Context: an optimization exercise on an open-source flow, tuned for small area. The choices shown serve that exercise and are no tape-out recipe. The RTL was checked by simulation tests, not by an equivalence proof against the original design.

==> v24: inputs <==
==> flow/design.v <==
module remessagizer
  ( CLK, RESET,
    packet, packetValid,
    message, messageValid );
   input               CLK;
   input               RESET;
   input [7:0]         packet;
   input               packetValid;
   output [7:0]        message;
   output reg          messageValid;
   localparam R    = 216;       
   localparam NTAP = 7;         
   reg [2:0]           hp;       
   reg                 indata;   
   reg [3:0]           prem;     
   reg [7:0]           mrem;     
   wire                dbyte  = packetValid & indata;
   wire                hbyte  = packetValid & ~indata & (hp == 3'd4) & (mrem == 8'd0);
   wire                wr     = dbyte | hbyte;           
   wire                done   = dbyte & (mrem == 8'd1);   
   always @(posedge CLK) begin
      if (RESET)
        mrem <= 8'd0;
      else if (hbyte)
        mrem <= packet;
      else if (dbyte)
        mrem <= mrem - 8'd1;
   end
   always @(posedge CLK) begin
      if (RESET | ~packetValid) begin
         hp <= 3'd0;
         indata <= 1'b0;
      end else if (~indata) begin
         hp <= hp + 3'd1;
         if (hp == 3'd5)
           prem <= packet[3:0];
         if (hp == 3'd7)
           indata <= 1'b1;
      end else begin
         prem <= prem - 4'd1;
         if (prem == 4'd1) begin
            indata <= 1'b0;
            hp <= 3'd4;
         end
      end
   end
   reg [7:0]           p_w;      
   reg [7:0]           h;        
   reg [4:0]           cnt;      
   reg [7:0]           drem;     
   wire                attap   = (h[4:0] == 5'd0);
   wire                start   = ~messageValid & (cnt != 5'd0) & attap;
   wire                consume = start | messageValid;
   wire                sweep   = (p_w <= h);    
   reg [8*R-1:0]       ring;
   wire [8*R-1:0]      ring_t;   
   wire [8*NTAP-1:0]   tapv;
   wire [7:0]          tapval = tapv[8*h[7:5] +: 8];
   assign message = messageValid ? tapval : 8'd0;
   genvar j;
   generate
      for (j = 0; j < R; j = j + 1) begin : st
         localparam P = (j + R - 1) % R;         
         wire [7:0] prev = ring_t[8*P +: 8];
         wire       clr;
         if (P % 32 == 0 && P / 32 < NTAP) begin : tap
            if (P == 0)
              assign clr = (consume & (h[7:5] == 3'd0)) | sweep;
            else
              assign clr = consume & (h[7:5] == P / 32);
            assign tapv[8*(P/32) +: 8] = prev;
         end else begin : notap
            assign clr = 1'b0;
         end
         wire       we = wr & (p_w == P);
         wire [7:0] nxt = (prev & {8{~clr}}) | (packet & {8{we}});
         assign ring_t[8*j +: 8] = ring[8*j +: 8] ^ {8{j % 2 == 1}};
         always @(posedge CLK)
           ring[8*j +: 8] <= nxt ^ {8{j % 2 == 1}};
      end
   endgenerate
   always @(posedge CLK) begin
      if (RESET) begin
         messageValid <= 1'b0;
         cnt <= 5'd0;
         p_w <= 8'd0;
         h <= 8'd0;
      end else begin
         cnt <= cnt + {4'd0, done} - {4'd0, start};
         if (start) begin
            drem <= tapval;
            messageValid <= 1'b1;
         end else if (messageValid) begin
            drem <= drem - 8'd1;
            if (drem == 8'd1)
              messageValid <= 1'b0;
         end
         if (~wr)
           p_w <= (p_w == R - 1) ? 8'd0 : p_w + 8'd1;
         if (~consume)
           h <= (h == R - 1) ? 8'd0 : h + 8'd1;
      end
   end
endmodule
==> flow/run.sh <==
#!/bin/bash
# synth_recipe.tcl (not shown) runs the flow's synth.tcl, then flattens the netlist and writes it again
# the make line also repeats each setting of config.mk as NAME=value (left out here)
make -C /OpenROAD-flow-scripts/flow DESIGN_CONFIG=/design/flow/config.mk WORK_HOME=/design/flow/orfs CLKGATE_MAP_FILE= SYNTH_SCRIPT=/design/flow/synth_recipe.tcl finish
==> flow/config.mk <==
export PLATFORM = sky130hd
export DESIGN_NAME = remessagizer
export DESIGN_NICKNAME = remessagizer
export VERILOG_FILES = /design/flow/design.v
export SDC_FILE = /design/flow/constraint.sdc
export NUM_CORES = 4
export LEC_CHECK = 0
export CAP_MARGIN = 20
export CORE_MARGIN = 10
export CORE_UTILIZATION = 40
export SLEW_MARGIN = 20
==> flow/constraint.sdc <==
create_clock -name core_clock -period 10.0 [get_ports {CLK}]
set_input_delay 2.0000 -clock core_clock [delete_from_list [all_inputs] [get_ports {CLK}]]
set_output_delay 2.0000 -clock core_clock [all_outputs]
set_load 0.01 [all_outputs]
==> v13: changes against v24 <==
--- a/flow/design.v
+++ b/flow/design.v
@@ -9,6 +9,8 @@
    output [7:0]        message;
    output reg          messageValid;
-   localparam R    = 216;       
-   localparam NTAP = 7;         
+   localparam R    = 210;         
+   localparam D    = 4;           
+   localparam S    = 32;          
+   localparam NTAP = (R + S - 1) / S;
    reg [2:0]           hp;       
    reg                 indata;   
@@ -45,9 +47,42 @@
       end
    end
+   reg [8*D-1:0]       dl;
+   reg [D-1:0]         f;
+   reg [D-1:0]         dd;       
+   wire [8*D-1:0]      age;
+   wire [D-1:0]        pend;
+   assign age  = {dl[8*D-1:8], packet};
+   assign pend = {f[D-1:1], wr};
    reg [7:0]           p_w;      
+   wire                portok = (p_w % D == 0);
+   wire                wnow   = portok & (pend != 0);
+   wire [7:0]          pa = 8'd1 << p_w[7:5];
+   wire [7:0]          pb = {8{wnow}} & (8'd1 << p_w[4:2]);
+   reg [D-1:0]         sel;      
+   reg [7:0]           wdata;
+   integer             i;
+   always @* begin
+      sel = 0;
+      for (i = 0; i < D; i = i + 1)
+        if (pend[i])
+          sel = 1 << i;
+      wdata = 8'd0;
+      for (i = 0; i < D; i = i + 1)
+        wdata = wdata | (age[8*i +: 8] & {8{sel[i]}});
+   end
+   always @(posedge CLK) begin
+      dl[8*D-1:8] <= age[8*D-9:0];
+      f[D-1:1] <= pend[D-2:0] & ~(sel[D-2:0] & {(D-1){wnow}});
+      dd[D-1:1] <= {dd[D-2:1], done};
+      if (RESET) begin
+         f[D-1:1] <= 0;
+         dd[D-1:1] <= 0;
+      end
+   end
    reg [7:0]           h;        
    reg [4:0]           cnt;      
    reg [7:0]           drem;     
-   wire                attap   = (h[4:0] == 5'd0);
+   wire [7:0]          tapno   = h / S;
+   wire                attap   = (h % S == 0);
    wire                start   = ~messageValid & (cnt != 5'd0) & attap;
    wire                consume = start | messageValid;
@@ -56,26 +91,32 @@
    wire [8*R-1:0]      ring_t;   
    wire [8*NTAP-1:0]   tapv;
-   wire [7:0]          tapval = tapv[8*h[7:5] +: 8];
+   wire [7:0]          tapval = tapv[8*tapno +: 8];
    assign message = messageValid ? tapval : 8'd0;
    genvar j;
    generate
       for (j = 0; j < R; j = j + 1) begin : st
-         localparam P = (j + R - 1) % R;         
+         localparam P   = (j + R - 1) % R;       
+         localparam INV = ((P / D) % 2 == 1);    
          wire [7:0] prev = ring_t[8*P +: 8];
-         wire       clr;
-         if (P % 32 == 0 && P / 32 < NTAP) begin : tap
-            if (P == 0)
-              assign clr = (consume & (h[7:5] == 3'd0)) | sweep;
-            else
-              assign clr = consume & (h[7:5] == P / 32);
-            assign tapv[8*(P/32) +: 8] = prev;
-         end else begin : notap
-            assign clr = 1'b0;
+         assign ring_t[8*j +: 8] = ring[8*j +: 8] ^ {8{INV}};
+         if (P % D == 0) begin : port
+            wire       clr;
+            if (P % S == 0) begin : tap
+               if (P == 0)
+                 assign clr = (consume & (tapno == 0)) | sweep;
+               else
+                 assign clr = consume & (tapno == P / S);
+               assign tapv[8*(P/S) +: 8] = prev;
+            end else begin : notap
+               assign clr = 1'b0;
+            end
+            wire       we = pa[P/32] & pb[(P/D)%8];
+            wire [7:0] nxt = (prev & {8{~clr}}) | (wdata & {8{we}});
+            always @(posedge CLK)
+              ring[8*j +: 8] <= nxt ^ {8{INV}};
+         end else begin : plain
+            always @(posedge CLK)
+              ring[8*j +: 8] <= ring[8*P +: 8];
          end
-         wire       we = wr & (p_w == P);
-         wire [7:0] nxt = (prev & {8{~clr}}) | (packet & {8{we}});
-         assign ring_t[8*j +: 8] = ring[8*j +: 8] ^ {8{j % 2 == 1}};
-         always @(posedge CLK)
-           ring[8*j +: 8] <= nxt ^ {8{j % 2 == 1}};
       end
    endgenerate
@@ -87,5 +128,5 @@
          h <= 8'd0;
       end else begin
-         cnt <= cnt + {4'd0, done} - {4'd0, start};
+         cnt <= cnt + {4'd0, dd[D-1]} - {4'd0, start};
          if (start) begin
             drem <= tapval;
@@ -96,5 +137,5 @@
               messageValid <= 1'b0;
          end
-         if (~wr)
+         if (~wnow)
            p_w <= (p_w == R - 1) ? 8'd0 : p_w + 8'd1;
          if (~consume)
Settings changed: CTS_BUF_LIST set to sky130_fd_sc_hd__clkbuf_8, CTS_CLUSTER_DIAMETER set to 90, CTS_CLUSTER_SIZE set to 19.
==> flow_summary.toml <==
[cells_and_area]
area_growth_pct = 13.58

[min_path]
worst_hold_endpoint = "ring[1201]"

[synth]
synthSimpleGateAreaFrac_pct = 3.935

[status]
result_of_the_run = "no timing/DRC/antenna violations"

[clocking]
worst_setup_hold_path_clk_slew_ns = 0.06
The numbers above come from v24.

==> flow_summary.toml <==
[status]
result_of_the_run = "no timing/DRC/antenna violations"

[power]
power_frac_clock_pct = 26.7

[synth]
synthSimpleGateAreaFrac_pct = 2.788

[global_route]
vias_in_the_first_global_route = 17970

[clocking]
worst_setup_hold_path_clk_slew_ns = 0.12

[placement]
port_buffers = 19
The numbers above come from v13.

[separate check: timing with driven ports]
How much do the figures lean on ideal ports? The routed layouts below were timed once more, with nothing changed but the port constraints.
Step 1 (the two cells are an assumption about what drives the block):
set clk [get_ports {CLK}]
set_driving_cell -lib_cell sky130_fd_sc_hd__clkbuf_16 $clk
set_driving_cell -lib_cell sky130_fd_sc_hd__buf_2 [delete_from_list [all_inputs] $clk]
Step 2, shift: input delay + t, output delay - t, t = (earliest + latest rising clock arrival at the registers) / 2. This alone moves slack from input paths to output paths.
a / b / c = ideal / step 1 / step 2; a / b = the first two.
run | t, ns | setup slack, ns | worst setup path after step 2 | clock arrival spread, ns | cell pins on the clock port's net
v24 | 0.845 | 3.844 / 3.767 / 4.287 | input to register | 0.039 / 0.039 | 1
v13 | 0.798 | 4.638 / 4.578 / 5.328 | input to register | 0.057 / 0.057 | 1
After both steps setup and hold are still met in every run listed.
